Context: an optimization exercise on an open-source flow, tuned for small area. The choices shown serve that exercise and are no tape-out recipe.
The RTL was checked by simulation tests, not by an equivalence proof against the original design.
No activity file was given, so power comes from the tool's default toggle rates.

v6:
Design rv16_core, start of the top module:
module rv16_core (
    input         clk,
    input         rst,
    output [15:0] imem_addr,
    input  [31:0] imem_rdata,
    output [15:0] dmem_addr,
    output [15:0] dmem_wdata,
    output        dmem_we,
    output        dmem_re,
    input  [15:0] dmem_rdata
);
Size: roughly 510 flip-flops, ~100 I/O pins, about 0.023 mm2 of cells after synthesis.
clock: 11.0 ns
lec_check: 0
cap_margin: 20
core_margin: 2
core_utilization: 60
cts_cluster_diameter: 100
cts_cluster_size: 30
slew_margin: 20
synth_hierarchical: 1
synth_minimum_keep_size: 0
standard.sh (not shown) runs the stock make flow with config.mk's settings and CLKGATE_MAP_FILE= SYNTH_SCRIPT=/design/flow/synth_recipe.tcl, a recipe that flattens the netlist after the stock synthesis.
==> flow/flow/run.sh <==
#!/bin/bash
# The standard layout, with the smallest buffer on the ports.
set -euo pipefail
bash standard.sh BUFFER_PORTS_ARGS="-buffer_cell sky130_fd_sc_hd__buf_1" finish > make.log 2>&1
The flow did not stop early for v6: all stages ran, and the layout cleared the timing, design-rule and antenna checks.
What v7 does differently from v6 at the input level:
- CORE_UTILIZATION changed from 60 to 50
==> flow/flow/run.sh <==
#!/bin/bash
# The standard layout, with the smallest buffer on the ports and no dummy
# loads in the clock tree.
set -euo pipefail
bash standard.sh BUFFER_PORTS_ARGS="-buffer_cell sky130_fd_sc_hd__buf_1" \
  CTS_ARGS="-sink_clustering_enable -repair_clock_nets -sink_clustering_size 30 -sink_clustering_max_diameter 100 -dont_use_dummy_load" \
  finish > make.log 2>&1
[summary]
Side by side, portion of total power attributed to the clock network turned out lower in v7 than in v6. The uppermost layer routed comes out met4 in one run and met5 in the other, namely in v7 and v6 respectively. The hold slack in v7 sits 4.2 ps above the value recorded for v6. v7 gives less global-route usage than v6 did.

---

## run A
Another version of the RTL of rv16_core (not shown whole).
For scale: roughly 510 flip-flops, roughly 100 I/O pins, roughly 0.023 mm2 of cells after synthesis.
==> flow/config.mk <==
export PLATFORM = sky130hd
export DESIGN_NAME = rv16_core
export DESIGN_NICKNAME = rv16_core
export VERILOG_FILES = /design/flow/design.v
export SDC_FILE = /design/flow/constraint.sdc
export NUM_CORES = 4
export LEC_CHECK = 0
export CAP_MARGIN = 20
export CORE_MARGIN = 2
export CORE_UTILIZATION = 40
export SLEW_MARGIN = 20
export SYNTH_HIERARCHICAL = 1
export SYNTH_MINIMUM_KEEP_SIZE = 0
==> flow/constraint.sdc <==
create_clock -name core_clock -period 11.0 [get_ports {clk}]
set_input_delay 2.2000 -clock core_clock [delete_from_list [all_inputs] [get_ports {clk}]]
set_output_delay 2.2000 -clock core_clock [all_outputs]
set_load 0.01 [all_outputs]
run.sh (not shown) runs the stock make flow with config.mk's settings and CLKGATE_MAP_FILE= SYNTH_SCRIPT=/design/flow/synth_recipe.tcl, a recipe that flattens the netlist after the stock synthesis.
Stock flow here: none of the scripts above is used.
Inputs modified between run A and run B:
- CTS_CLUSTER_DIAMETER now 100, previously not set
- CTS_CLUSTER_SIZE now 30, previously not set
- GPL_TIMING_DRIVEN now 0, previously not set
==> flow/flow/run.sh (new file) <==
#!/bin/bash
# The standard layout, with the smallest buffer on the ports.
set -euo pipefail
bash standard.sh BUFFER_PORTS_ARGS="-buffer_cell sky130_fd_sc_hd__buf_1" finish > make.log 2>&1
==> flow/standard.sh (new file) <==
#!/bin/bash
# synth_recipe.tcl (not shown) runs the flow's synth.tcl, then flattens the netlist and writes it again
# the make line also repeats each setting of config.mk as NAME=value (left out here)
make -C /OpenROAD-flow-scripts/flow DESIGN_CONFIG=/design/flow/config.mk WORK_HOME=/design/flow/orfs CLKGATE_MAP_FILE= SYNTH_SCRIPT=/design/flow/synth_recipe.tcl "${@:-finish}"
removed: flow/run.sh
==> summary.txt <==
From run A to run B the numbers moved as follows: routed wire length saw a decrease; met3 track demand over resource in global routing saw an increase; setup slack after layout saw a decrease.
Changes in run C relative to run B:
- a deleted GPL_TIMING_DRIVEN that had been 0
==> flow/run.sh (new file) <==
#!/bin/bash
# synth_recipe.tcl (not shown) runs the flow's synth.tcl, then flattens the netlist and writes it again
# the make line also repeats each setting of config.mk as NAME=value (left out here)
make -C /OpenROAD-flow-scripts/flow DESIGN_CONFIG=/design/flow/config.mk WORK_HOME=/design/flow/orfs CLKGATE_MAP_FILE= SYNTH_SCRIPT=/design/flow/synth_recipe.tcl finish
removed: flow/flow/run.sh
removed: flow/standard.sh
- Run C: number of antenna repair diodes is 3 higher than what run B reported.
- Global-route usage over all layers for run C: 0.76 points up relative to run B
- Number of placed cells counting well taps went up slightly going from run B to run C.
- Sequential cell area share: run C vs run B down 1.0 points
- As far as die area goes, run B and run C are indistinguishable; the numbers are identical.
- Delta (run C minus run B): worst hold slack now sits lower; fraction of met2 tracks used by global routing now sits lower; routed wire length now sits higher.
- The portion of total power attributed to combinational logic in run C was higher than what run B gave.
- Summary of run C over run B: final critical-path required period decreased by 44 ps relative to the old numbers, normalized max-slew margin down 9.1 points.
[inputs] run D vs run C
==> flow/flow/run.sh (new file) <==
#!/bin/bash
# The standard layout, with the smallest buffer on the ports.
set -euo pipefail
bash standard.sh BUFFER_PORTS_ARGS="-buffer_cell sky130_fd_sc_hd__buf_1" finish > make.log 2>&1
==> flow/standard.sh (new file) <==
#!/bin/bash
# synth_recipe.tcl (not shown) runs the flow's synth.tcl, then flattens the netlist and writes it again
# the make line also repeats each setting of config.mk as NAME=value (left out here)
make -C /OpenROAD-flow-scripts/flow DESIGN_CONFIG=/design/flow/config.mk WORK_HOME=/design/flow/orfs CLKGATE_MAP_FILE= SYNTH_SCRIPT=/design/flow/synth_recipe.tcl "${@:-finish}"
removed: flow/run.sh
## What came out
Run D ended with every stage complete and zero timing, DRC or antenna violations.
Leakage power: lower on run D
[run D] worst setup slack rose 260 ps relative to run C
Area of the multi-input gates essentially unchanged between run C and run D.
Going from run C to run D, total length of routed wires did not really move; final period utilization lower; minimum clock period decreased by 260 ps relative to the old numbers.

## port drivers added, routing unchanged
In the flow no input, the clock included, has a driving cell. The finished layouts below were timed again as built, in two steps.
Step 1 sets driving cells, clkbuf_16 on the clock port and buf_2 on the other inputs (assumed; they add their load-dependent delay and slew).
Step 2 also shifts input and output timing later by t, the mid clock arrival at the registers, as if the neighbouring blocks saw the same clock.
a / b / c = no drivers / after step 1 / after step 2; a / b = the first two.
| run | shift t [ns] | setup slack, ns | latest minus earliest clock arrival (ns) |
|---|---|---|---|
| v6 | 0.633 | 0.380 / 0.340 / 0.340 | 0.031 / 0.031 |
| v7 | 0.625 | 0.343 / 0.316 / 0.316 | 0.095 / 0.095 |
| run A | 0.651 | 0.298 / 0.270 / 0.270 | 0.024 / 0.024 |
| run B | 0.637 | 0.290 / 0.269 / 0.269 | 0.049 / 0.049 |
| run C | 0.637 | 0.334 / 0.307 / 0.307 | 0.033 / 0.033 |
| run D | 0.639 | 0.591 / 0.563 / 0.563 | 0.025 / 0.025 |
After both steps every run listed still meets setup and hold. The setup slack of v6, which loses most, moves by -0.040 ns with the drivers and by -0.040 ns with both steps.
